Background: an optimization exercise with open tools, aiming at small area. Do not read the settings as production practice. Only simulation tests tie the RTL to the original design; equivalence was not proved. The clock port is modelled as an ideal driver, which makes a skipped or thinned clock tree look cheaper than it is; a real chip needs a root buffer or a tree. Power figures rest on the tool's default switching activity, not on a simulated workload.

==> design.v <==
module mp2 #(
    parameter CLK_FREQ = 12000000,
    parameter INTERVAL = CLK_FREQ / 360
)(
    input logic clk,
    input logic rst,
    output logic RGB_R,
    output logic RGB_G,
    output logic RGB_B
);
    logic [3:0] a;
    logic [4:0] s;
    logic [5:0] d;
    logic       dir;
    logic [1:0] ph;
    logic       tick;
    wire top = &a;                         
    wire [1:0] pm = a[1:0] + s[1:0];       
    generate
        if (INTERVAL == 33333) begin : g_lfsr
            logic [13:0] lf;
            always_ff @(posedge clk) begin
                if (rst || tick) lf <= 14'h2b91;
                else lf <= {~lf[12:0], lf[13] ^ lf[0]};
            end
            assign tick = ((lf ^ 14'h20fb) & 14'h18ff) == 14'h0 && pm[0] && (pm[1] == d[0]);
        end else begin : g_bin
            logic [31:0] counter;
            always_ff @(posedge clk) begin
                if (rst || tick) counter <= 0;
                else counter <= counter + 1;
            end
            assign tick = (counter >= INTERVAL);
        end
    endgenerate
    always_ff @(posedge clk) begin
        if (rst || top) begin
            a <= 4'd0;
            s <= 5'd0;
        end else if (s[4]) begin
            a <= a + 4'd1;
            s <= 5'd0;
        end else begin
            s <= s + 5'd1;
        end
    end
    wire last = dir ? (d[5:1] == 5'd0) : (d[5] & d[4] & d[3] & d[1] & d[0]);
    always_ff @(posedge clk) begin
        if (rst) begin
            d <= 6'd0;
            dir <= 1'b0;
            ph <= 2'd0;
        end else if (tick) begin
            d <= dir ? d - 6'd1 : d + 6'd1;
            if (last) begin
                dir <= ~dir;
                ph <= ph[1] ? 2'd0 : ph + 2'd1;
            end
        end
    end
    wire ramp = {a, s[3:2] | {2{s[4]}}} < d;     
    wire full = ~top;                             
    wire p0 = ~ph[1] & ~ph[0];
    wire p1 = ph[0];
    wire p2 = ph[1];
    assign RGB_R = (p1 & ramp) | (((~dir & p0) | (dir & p2)) & full);
    assign RGB_G = (p0 & ramp) | (((~dir & p2) | (dir & p1)) & full);
    assign RGB_B = (p2 & ramp) | (((~dir & p1) | (dir & p0)) & full);
endmodule
==> flow/run.sh <==
#!/bin/bash
# Own layout flow:
#  1. the standard synthesis (its netlist names the registers);
#  2. area-oriented re-synthesis of the combinational logic with abc's deepsyn, several
#     seeds, both from the RTL (registers then renamed to the standard synthesis's names)
#     and by re-mapping the standard netlist; a candidate counts only if it holds the same
#     registers, in the same cells, and a SAT proof shows its logic equals the standard
#     netlist's; the smallest one is laid out;
#  3. the standard layout, with one-cell port buffers and the clock tree collapsed to a
#     single buffer.
set -euo pipefail
W=$(pwd)
F=$W/flow
R=$W/orfs/results/sky130hd/mp2/base
LIB=$FLOW_HOME/platforms/sky130hd/lib/sky130_fd_sc_hd__tt_025C_1v80.lib
YOSYS=$FLOW_HOME/../tools/install/yosys/bin/yosys
[[ -x $YOSYS ]] || YOSYS=$(command -v yosys)
# candidates: source (rtl or the standard netlist, map), abc mapper, deepsyn seed
CANDIDATES="$(for s in $(seq 1 16); do echo map:amap:$s; done; for s in $(seq 1 8); do echo map:amapm:$s; done) rtl:amap:1 rtl:amap:2 rtl:amap:3 rtl:amap:4"
ABC_T=20

# 1. standard synthesis
bash standard.sh synth > $W/log_1_synth.txt 2>&1

# 2. re-synthesis candidates
python3 $F/genmap.py $LIB $W/cells_func.v > $W/log_2_genmap.txt 2>&1
DU=$(grep -o -- "-dont_use [A-Za-z0-9_]*" $W/orfs/logs/sky130hd/mp2/base/1_2_yosys.log | sort -u | tr '\n' ' ')
cp $R/1_2_yosys.v $W/std_netlist.v
python3 $F/cutff.py $W/std_netlist.v $W/std_cut.v > $W/log_2_cut_std.txt 2>&1

candidate() {
  local kind=$1 mapper=$2 s=$3 c=$1_$2_$3
  local m="dch -f; amap"
  [[ $mapper == amapm ]] && m="dch; amap -m"
  [[ $mapper == mapa ]] && m="dch -f; map -a"
  echo "strash; &get -n; &deepsyn -S $s -T $ABC_T; &put; $m; topo" > $W/cand_$c.abc
  if [[ $kind == rtl ]]; then
    cat > $W/cand_$c.ys <<EOY
read_verilog -sv $W/design.v
hierarchy -check -top $FLOW_TOP
synth -flatten -top $FLOW_TOP -nofsm -noshare -run :fine
opt -full
techmap
opt -fast
dfflegalize -cell \$_DFF_P_ 01
opt_clean -purge
abc -liberty $LIB $DU -script $W/cand_$c.abc
dfflibmap -liberty $LIB $DU
EOY
  else
    cat > $W/cand_$c.ys <<EOY
read_liberty -lib $LIB
read_verilog $W/std_netlist.v
hierarchy -top $FLOW_TOP
techmap -map $W/cells_func.v
techmap
opt -purge
abc -liberty $LIB $DU -script $W/cand_$c.abc
EOY
  fi
  cat >> $W/cand_$c.ys <<EOY
opt_clean -purge
hilomap -singleton -hicell sky130_fd_sc_hd__conb_1 HI -locell sky130_fd_sc_hd__conb_1 LO
splitnets
opt_clean -purge
rename -hide w:*\$func\$*
select -assert-none t:\$*
tee -q -o $W/cand_$c.stat stat -liberty $LIB
write_verilog -noattr -nohex -nodec $W/cand_${c}_raw.v
EOY
  cat > $W/equiv_$c.ys <<EOY
read_verilog $W/std_cut.v
rename $FLOW_TOP gold
read_verilog $W/cand_${c}_cut.v
rename $FLOW_TOP gate
read_verilog -lib $W/cells_func.v
hierarchy -check
techmap -map $W/cells_func.v
techmap
opt -purge
miter -equiv -flatten -make_assert gold gate miter
hierarchy -top miter
sat -verify -prove-asserts miter
EOY
  if $YOSYS -q -l $W/log_2_cand_$c.txt $W/cand_$c.ys > /dev/null 2>&1 \
     && if [[ $kind == rtl ]]; then
          python3 $F/matchff.py $W/std_netlist.v $W/cand_${c}_raw.v $W/cand_$c.v > $W/log_2_match_$c.txt 2>&1
        else
          cp $W/cand_${c}_raw.v $W/cand_$c.v
        fi \
     && python3 $F/cutff.py $W/cand_$c.v $W/cand_${c}_cut.v > $W/log_2_cut_$c.txt 2>&1 \
     && $YOSYS -q -l $W/log_2_equiv_$c.txt $W/equiv_$c.ys > /dev/null 2>&1; then
    echo "$(grep 'Chip area' $W/cand_$c.stat | awk '{print $NF}') $c" > $W/cand_$c.ok
  fi
}
n=0
for c in $CANDIDATES; do
  candidate $(echo $c | tr ':' ' ') &
  n=$((n + 1))
  if (( n % ${NUM_CORES:-4} == 0 )); then wait; fi
done
wait
best=$(cat $W/cand_*.ok 2>/dev/null | sort -g | head -1 | awk '{print $2}')
{ echo "standard netlist: $(grep 'Chip area' $W/orfs/reports/sky130hd/mp2/base/synth_stat.txt | awk '{print $NF}')"
  echo "proven candidates (area name):"; cat $W/cand_*.ok 2>/dev/null || true; } > $W/log_2_choice.txt
if [[ -n "$best" ]]; then
  cp $W/cand_$best.v $R/1_2_yosys.v
  rm -f $R/1_synth.odb $R/1_synth.sdc
  echo "using $best" >> $W/log_2_choice.txt
else
  echo "no candidate proven; standard netlist kept" >> $W/log_2_choice.txt
fi

# 3. the standard layout from there
export MY_CLKBUF=${MY_CLKBUF:-sky130_fd_sc_hd__buf_12}
bash standard.sh POST_CTS_TCL=$F/post_cts.tcl "BUFFER_PORTS_ARGS=-buffer_cell sky130_fd_sc_hd__buf_1" finish > $W/log_3_layout.txt 2>&1
==> flow/cutff.py <==
# Replace each flip-flop instance of a flat netlist by a primary input (its Q) and a
# primary output (its D), named after the instance, so two netlists whose registers have
# the same names can be compared as combinational logic.
import re, sys
src = open(sys.argv[1]).read()
inst_re = re.compile(r'\n\s*(sky130_fd_sc_hd__df\w+)\s+(\\\S+|\w+)\s*\((.*?)\);', re.S)
ports, decls = [], []
n = 0
def repl(m):
    global n
    cell, name, conns = m.group(1), m.group(2), m.group(3)
    pins = dict(re.findall(r'\.(\w+)\s*\(\s*(.*?)\s*\)\s*(?:,|$)', conns.strip(), re.S))
    key = re.sub(r'[^A-Za-z0-9_]', '_', name.lstrip('\\'))
    ports.extend(['ffq_' + key, 'ffd_' + key])
    decls.append('  input ffq_%s;\n  output ffd_%s;\n  assign %s = ffq_%s;\n  assign ffd_%s = %s;\n'
                 % (key, key, pins['Q'], key, key, pins['D']))
    n += 1
    return ''
body = inst_re.sub(repl, src)
mh = re.search(r'module\s+(\w+)\s*\((.*?)\);', body, re.S)
body = body[:mh.end(2)] + ', ' + ', '.join(ports) + body[mh.end(2):]
body = body.replace('endmodule', ''.join(decls) + 'endmodule', 1)
open(sys.argv[2], 'w').write(body)
print(n, 'registers cut')
==> flow/genmap.py <==
import re,sys
txt=open(sys.argv[1]).read()
# split cells
out=[]
for m in re.finditer(r'\n\s*cell\s*\(\s*"?(sky130_fd_sc_hd__\w+)"?\s*\)\s*\{', txt):
    name=m.group(1); start=m.end()
    # find matching brace
    depth=1;i=start
    while depth:
        c=txt[i]
        if c=='{': depth+=1
        elif c=='}': depth-=1
        i+=1
    body=txt[start:i]
    if re.search(r'\b(ff|latch|statetable)\s*\(',body): continue
    pins=[]
    for pm in re.finditer(r'\n\s*pin\s*\(\s*"?(\w+)"?\s*\)\s*\{',body):
        ps=pm.end(); d=1;j=ps
        while d:
            c=body[j]
            if c=='{': d+=1
            elif c=='}': d-=1
            j+=1
        pb=body[ps:j]
        dr=re.search(r'direction\s*:\s*"?(\w+)"?',pb)
        fn=re.search(r'\bfunction\s*:\s*"([^"]*)"',pb)
        pins.append((pm.group(1), dr.group(1) if dr else None, fn.group(1) if fn else None))
    outs=[p for p in pins if p[1]=='output']
    ins=[p for p in pins if p[1]=='input']
    if not outs or any(f is None for _,_,f in outs): continue
    if re.search(r'three_state',body): continue
    ports=[p[0] for p in ins]+[p[0] for p in outs]
    s='module %s(%s);\n'%(name,', '.join(ports))
    for p in ins: s+='  input %s;\n'%p[0]
    for p in outs:
        f=p[2].replace('!','~')
        f=re.sub(r"\(\s*\)","",f)
        # liberty: space or juxtaposition may mean AND; sky130 uses explicit & | ^
        s+='  output %s;\n  assign %s = %s;\n'%(p[0],p[0],f)
    s+='endmodule\n'
    out.append(s)
open(sys.argv[2],'w').write(''.join(out))
print(len(out))
==> flow/matchff.py <==
# Give the flip-flops of netlist B the instance names of the flip-flops of netlist A that
# hold the same register bit (the bit its Q drives in B; the bit in A's instance name,
# which the standard synthesis forms as <register bit>$<cell kind>). Fails unless both
# netlists hold the same register bits in the same cell types.
import re, sys
inst_re = re.compile(r'(\n\s*)(sky130_fd_sc_hd__df\w+)(\s+)(\\\S+|\w+)(\s*\()(.*?)(\);)', re.S)
def norm(x):
    return re.sub(r'\s+', '', x.strip()).lstrip('\\')
a = open(sys.argv[1]).read()
b = open(sys.argv[2]).read()
ref = {}
for m in inst_re.finditer(a):
    name = m.group(4).lstrip('\\')
    bit = name.split('$')[0]
    assert bit not in ref, 'register bit twice in A: ' + bit
    ref[bit] = (m.group(2), m.group(4))
seen = set()
def repl(m):
    q = re.search(r'\.Q\s*\(\s*(.*?)\s*\)\s*(?:,|$)', m.group(6).strip(), re.S).group(1)
    bit = norm(q)
    assert bit in ref, 'register bit not in A: ' + bit
    assert ref[bit][0] == m.group(2), 'cell type differs for ' + bit
    assert bit not in seen, 'register bit twice in B: ' + bit
    seen.add(bit)
    return m.group(1) + m.group(2) + m.group(3) + ref[bit][1] + ' ' + m.group(5) + m.group(6) + m.group(7)
out = inst_re.sub(repl, b)
assert seen == set(ref), 'register bits differ: %s' % sorted(set(ref) ^ seen)
open(sys.argv[3], 'w').write(out)
print(len(seen), 'registers matched')
==> flow/post_cts.tcl <==
# Collapse the clock tree to a single buffer: the root buffer drives every clock sink.
set block [ord::get_db_block]
set root [$block findInst clkbuf_0_clk]
set rootnet [[$root findITerm X] getNet]
set dead {}
foreach inst [$block getInsts] {
  if {$inst eq $root} continue
  set m [[$inst getMaster] getName]
  set n [$inst getName]
  if {[string match clkbuf_* $n] || [string match clkload* $n]} { lappend dead $inst }
}
foreach inst $dead {
  foreach it [$inst getITerms] {
    set net [$it getNet]
    if {$net eq "NULL" || $net eq ""} continue
    if {[$it isOutputSignal]} {
      foreach s [$net getITerms] {
        if {$s ne $it} { $s disconnect; $s connect $rootnet }
      }
      $it disconnect
      odb::dbNet_destroy $net
    } else {
      $it disconnect
    }
  }
  puts "removed [$inst getName]"
  odb::dbInst_destroy $inst
}
# one buffer strong enough to keep the flip-flop clock pins' slew low
$root swapMaster [[ord::get_db] findMaster $::env(MY_CLKBUF)]
set_propagated_clock [all_clocks]
estimate_parasitics -placement
detailed_placement
puts "clock sinks on [$rootnet getName]: [llength [$rootnet getITerms]]"
==> standard.sh <==
#!/bin/bash
# synth_recipe.tcl (not shown) runs the flow's synth.tcl, then flattens the netlist and writes it again
# the make line also repeats each setting of config.mk as NAME=value (left out here)
make -C /OpenROAD-flow-scripts/flow DESIGN_CONFIG=/design/flow/config.mk WORK_HOME=/design/flow/orfs CLKGATE_MAP_FILE= SYNTH_SCRIPT=/design/flow/synth_recipe.tcl "${@:-finish}"
==> config.mk <==
export PLATFORM = sky130hd
export DESIGN_NAME = mp2
export DESIGN_NICKNAME = mp2
export VERILOG_FILES = /design/flow/design.v
export SDC_FILE = /design/flow/constraint.sdc
export NUM_CORES = 4
export LEC_CHECK = 0
export CAP_MARGIN = 20
export CORE_MARGIN = 2
export CORE_UTILIZATION = 40
export SLEW_MARGIN = 20
==> constraint.sdc <==
create_clock -name core_clock -period 30.0 [get_ports {clk}]
set_input_delay 6.0000 -clock core_clock [delete_from_list [all_inputs] [get_ports {clk}]]
set_output_delay 6.0000 -clock core_clock [all_outputs]
set_load 0.01 [all_outputs]
==> impl_metrics.ini, run 1 <==
[grt]
grt_pass1_vias = 951
antenna_found_initial = 0
grt_pass1_wl_um = 3884
grt_max_degree = 33
grt_use_total_pct = 17.14
grt_overflow = 0

[timing]
fin_crit_sh_pct = 25.71
worst_pin_slew_ns = 0.5837
setup_violations = 0
hold_viol_final = 0
fin_setup_tns_ns = 0
finClkSkew_ns = 0.003226
fin_crit_ns = 7.712
rsz0062_at_grt = false
timing.fmax_ghz = 0.1297
slew_headroom_pct = 61.09
final.setup.worst_slack_ns = 22.29
finalMaxSlewViolations = 0

[finish]
fillers = 316
nNetsFinal = 157
area_growth_pct = 6.218
insertedDiodeCount = 0
drive_gt1_share_pct = 0.6536
final_cells = 186

[floorplanning]
io_pins = 5
die_x_um = 59.40
fp.coreArea_mm2 = 0.002978
start_util_pct = 41.22
num_rows = 20
die_y_um = 59.40
die_area_mm2 = 0.003528

[setup_path]
cp_max_fo = 4
cp-start-kind = register
r2r-end = dir$_SDFFE_PP0P_
crit_path_max_incr_delay_ns = 0.35
crit_type = register to primary output
path_cells = clkinv_1 > a21oi_1 > o22ai_1 > o221ai_1 > o221ai_1 > a22oi_1 > o22a_1 > o21ai_0 > buf_1
timing.critical_path.mode_cell = o221ai_1
critPathTopFamily = compound AO/OA/AOI/OAI gates
crit_buf_inv = 2
r2r_slack_ns = 27.10
required_ns = 24.00
rr_worst_depth = 10
cp.arrival_ns = 1.71
worst_setup_path_end_kind = primary output
slowest_stage = dfxtp_1
reg2reg_from = g_lfsr.lf[0]$_SDFF_PP1_

[job]
drv_cap = 0

[yosys]
ys_warn_count = 1
synth_cells = 148
avgSynthCellArea_um2 = 8.293
synth_fp_nets = 150
syn_area_mm2 = 0.001227

[clock_tree]
clk_latency_ns = 0.14
cts.sinks = 32
cts.clk_slew.worst_paths_ns = 0.11

[pwr]
power_density_mw_per_mm2 = 48.65
leakage_uw = 0.0004417
sw_frac_of_total_pct = 20.32
internal-power_uw = 50.54
switchingPower_uw = 12.89
pwr-share-comb_pct = 5.2
pwr-share-clk_pct = 24.4
seq_power_share_pct = 70.4
vdd_drop_max_uv = 33.32

[detailed_routing]
met2_length_um = 1116
dr.pass1.iters = 4
vias = 1028
m1WireLength_um = 1044
antenna_left = 0
drt-vias-per-instance = 5.527
wl_per_cell_um = 12.30
drtIter0Drc = 60
top_layer = met4
wirelength_um = 2287
routed-wl-met3_um = 93
drc = 0

[placed_design]
pre_cts_ws_ns = 22.47
place_inst = 185
port_buffers = 4
dp_hpwl_um = 1696
globalplace.congestion = 0.8394

[worst_hold_path]
min-delay-start = g_lfsr.lf[9]$_SDFF_PP1_
holdCritPathClass = register to register
worst_hold_path.endpoint = g_lfsr.lf[10]$_SDFF_PP0_
min_path_cells = 1

[status]
status = finished clean
[power groups by stage]
stage	Combinational, µW	Sequential [µW]	Clock [µW]
after global placement	3.27	45.7	0
after floorplan	2.39	45.4	0
final	3.31	44.7	15.5
after global routing	3.80	44.8	17.9
after detailed placement	3.31	45.7	0
[layout make-up]
cell class,instances,area (µm²),area share [%]
Tap cell,33,41.29,3.167
Clock buffer,1,20.02,1.536
Multi-Input combinational cell,93,500.5,38.39
Sequential cell,32,640.6,49.14
Inverter,23,86.33,6.622
Timing Repair Buffer,4,15.01,1.152
[cells in the final DEF (no fill, tap or decap), types with 2 or more instances in the layout]
| cell type | n |
|---|---|
| nor2_1 | 28 |
| a221oi_1 | 2 |
| nand3_1 | 7 |
| a21oi_1 | 2 |
| dfxtp_1 | 32 |
| o22a_1 | 3 |
| clkinv_1 | 23 |
| o221ai_1 | 3 |
| o21ai_0 | 9 |
| or2_0 | 3 |
| nor4_1 | 2 |
| nor3_1 | 3 |
| a22oi_1 | 3 |
| nand2_1 | 12 |
| a211oi_1 | 6 |
| buf_1 | 4 |
| o22ai_1 | 4 |
[worst reg2reg max path, delay by kind of cell, from the launching register on]
family          cells  cell delay [ns]
simple gates        5             1.73
compound gates      4             0.66
flops               1             0.36
buf+inv             1             0.09
[through the flow]
stage          hold WS [ns]  util [%]  instance area [µm²]  power, µW
6_report             0.4027     43.78                 1304      63.43
5_1_grt              0.4171     43.78                 1304      66.49
3_5_place_dp         0.3781     43.11                 1284      48.96
3_3_place_gp         0.3754     43.11                 1284      48.92
2_1_floorplan        0.3634         -                 1227      47.79
[routing by layer]
layer | global-route usage (%) | vias up
li1 | - | 530
met1 | 24.01 | 474
met2 | 28.26 | 20
met3 | 1.965 | 4
met4 | 3.896 | 0
met5 | 0 | -
[worst max path at each step]
| stage | slack, ns | end | startpoint | cells past startpoint |
|---|---|---|---|---|
| detailed placement | 22.47 | RGB_G | s[3]$_SDFF_PP0_ | 9 |
| finish | 22.29 | RGB_G | s[3]$_SDFF_PP0_ | 9 |
| global route | 22.06 | RGB_G | s[3]$_SDFF_PP0_ | 9 |
| floorplan | 22.68 | RGB_G | s[3]$_SDFF_PP0_ | 8 |
| global placement | 22.49 | RGB_G | d[2]$_SDFFE_PP0P_ | 8 |
[registers in the layout, summed over array words and instances, names as in the netlist]
| name | count |
|---|---|
| ph | 2 |
| s | 5 |
| d | 6 |
| a | 4 |
| dir | 1 |
| g_lfsr.lf | 14 |
==> run 2: changes to the inputs <==
--- a/flow/run.sh
+++ b/flow/run.sh
@@ -16,7 +16,7 @@
 YOSYS=$FLOW_HOME/../tools/install/yosys/bin/yosys
 [[ -x $YOSYS ]] || YOSYS=$(command -v yosys)
 # candidates: source (rtl or the standard netlist, map), abc mapper, deepsyn seed
-CANDIDATES="$(for s in $(seq 1 16); do echo map:amap:$s; done; for s in $(seq 1 8); do echo map:amapm:$s; done) rtl:amap:1 rtl:amap:2 rtl:amap:3 rtl:amap:4"
+CANDIDATES="map:amap:1 map:amap:2 map:amap:3 map:amap:4 map:amap:5 map:amap:6 map:amap:7 map:amap:8 map:amap:9 map:amap:10 map:amap:11 map:amap:12 rtl:amap:1 rtl:amap:2 rtl:amap:3 rtl:amap:4"
 ABC_T=20
 
 # 1. standard synthesis
@@ -30,10 +30,9 @@
 
 candidate() {
   local kind=$1 mapper=$2 s=$3 c=$1_$2_$3
-  local m="dch -f; amap"
-  [[ $mapper == amapm ]] && m="dch; amap -m"
-  [[ $mapper == mapa ]] && m="dch -f; map -a"
-  echo "strash; &get -n; &deepsyn -S $s -T $ABC_T; &put; $m; topo" > $W/cand_$c.abc
+  local m="amap"
+  [[ $mapper == mapa ]] && m="map -a"
+  echo "strash; &get -n; &deepsyn -S $s -T $ABC_T; &put; dch -f; $m; topo" > $W/cand_$c.abc
   if [[ $kind == rtl ]]; then
     cat > $W/cand_$c.ys <<EOY
 read_verilog -sv $W/design.v
==> impl_metrics.ini, run 2 <==
[timing]
timing.fmax_ghz = 0.1297
final.setup.worst_slack_ns = 22.29
worst_pin_slew_ns = 0.5837
fin_crit_ns = 7.712
hold_viol_final = 0
finClkSkew_ns = 0.003226
rsz0062_at_grt = false
fin_setup_tns_ns = 0
hold_ws_ns = 0.4027
finalMaxSlewViolations = 0
setup_violations = 0
fin_crit_sh_pct = 25.71
slew_headroom_pct = 61.09

[setup_path]
r2r-end = dir$_SDFFE_PP0P_
cp-start-kind = register
worst_setup_path_end_kind = primary output
reg2reg_from = g_lfsr.lf[0]$_SDFF_PP1_
r2r_slack_ns = 27.10
cp.arrival_ns = 1.71
crit_type = register to primary output
rr_worst_depth = 10
required_ns = 24.00
cp_max_fo = 4

[yosys]
ys_warn_count = 1
synth_cells = 148
synth_fp_nets = 150
avgSynthCellArea_um2 = 8.293
syn_area_mm2 = 0.001227

[finish]
mostFrequentLayoutCells = 32 x dfxtp_1, 28 x nor2_1, 23 x clkinv_1, 12 x nand2_1, 9 x o21ai_0
final_core_util_pct = 43.78
final_common_cell = dfxtp_1
largest_reg_flops = 14
insertedDiodeCount = 0
drive_gt1_share_pct = 0.6536
nNetsFinal = 157
top_regs = g_lfsr.lf (14), d (6), s (5)
regMostFlops = g_lfsr.lf
area_growth_pct = 6.218

[grt]
grt_max_degree = 33
grt_overflow = 0
antenna_found_initial = 0
grt_pass1_vias = 951
grt_pass1_wl_um = 3884
grt_use_total_pct = 17.14

[floorplanning]
fp.coreArea_mm2 = 0.002978
die_x_um = 59.40
die_y_um = 59.40
die_area_mm2 = 0.003528
start_util_pct = 41.22
io_pins = 5
num_rows = 20

[detailed_routing]
wirelength_um = 2287
drtIter0Drc = 60
dr.pass1.iters = 4
antenna_left = 0
vias = 1028
drc = 0
wl_per_cell_um = 12.30
drt-vias-per-instance = 5.527

[worst_hold_path]
min-delay-start = g_lfsr.lf[9]$_SDFF_PP1_
worst_hold_path.endpoint = g_lfsr.lf[10]$_SDFF_PP0_
holdCritPathClass = register to register
min_path_cells = 1

[clock_tree]
cts.sinks = 32
clk_latency_ns = 0.14
cts.clk_slew.worst_paths_ns = 0.11

[placed_design]
dp_hpwl_um = 1696
port_buffers = 4
pre_cts_ws_ns = 22.47
globalplace.congestion = 0.8394

[status]
status = finished clean

[pwr]
power_density_mw_per_mm2 = 48.65
leakage_uw = 0.0004417
vdd_drop_max_uv = 33.32

[job]
drv_cap = 0
==> run 2: cell type report <==
cell class / instances / area, µm²
flip-flops and latches: 32 / 640.6
clock buffers: 1 / 20.02
inverters: 23 / 86.33
fillers: 316 / 1674
well taps: 33 / 41.29
multi-input cells: 93 / 500.5
repair buffers: 4 / 15.01
==> run 2: how the worst max path moves through the flow <==
stage,from,end,slack [ns]
after floorplan,s[3]$_SDFF_PP0_,RGB_G,22.68
after global placement,d[2]$_SDFFE_PP0P_,RGB_G,22.49
after detailed placement,s[3]$_SDFF_PP0_,RGB_G,22.47
after global routing,s[3]$_SDFF_PP0_,RGB_G,22.06
final,s[3]$_SDFF_PP0_,RGB_G,22.29
==> run 2: worst max-delay path, stage by stage (launching register included) <==
cell	delay (ns)
dfxtp_1	0.35
clkinv_1	0.11
a21oi_1	0.16
o22ai_1	0.09
o221ai_1	0.07
o221ai_1	0.15
a22oi_1	0.24
o22a_1	0.19
o21ai_0	0.07
buf_1	0.13
==> run 2: power breakdown <==
group / internal (µW) / switching [µW]
combinational: 1.22 / 2.09
sequential: 43.9 / 0.802
clock: 5.46 / 9.99
total: 50.5 / 12.9
==> run 2: per-stage QoR <==
step / cells / power, µW / area [µm²]
floorplan: 148 / 47.79 / 1227
global placement: 185 / 48.92 / 1284
detailed placement: 185 / 48.96 / 1284
global route: 186 / 66.49 / 1304
finish: 186 / 63.43 / 1304
==> run 2: routing by layer <==
metal	global-route usage (%)	vias to the layer above	part of all wire, %
li1	-	530	-
met5	0	-	0
met3	1.965	4	4.1
met2	28.26	20	49
met1	24.01	474	46
met4	3.896	0	1.4

-- afterwards: timing with drivers on the ports --
The flow's constraints put no driver on any port. The routed layouts listed below were extracted and timed again, unchanged, in two steps.
Step 1, drivers: a clkbuf_16 drives clk and a buf_2 each remaining input, both assumed.
Step 2 times the ports against the registers' clock, not the clock port: input delays grow and output delays shrink by t, the midpoint of the rising clock arrivals with the driver on.
a / b / c = ideal / step 1 / step 2; a / b = the first two.
run	t, ns	slack for setup (ns)	worst hold slack (ns)	worst setup path at the end	worst register clock-pin slew, ns
run 1	0.171	22.288 / 22.258 / 22.430	0.403 / 0.403 / 0.403	register to output	0.11 / 0.11
run 2	0.171	22.288 / 22.258 / 22.430	0.403 / 0.403 / 0.403	register to output	0.11 / 0.11
After both steps every run listed still meets setup and hold.
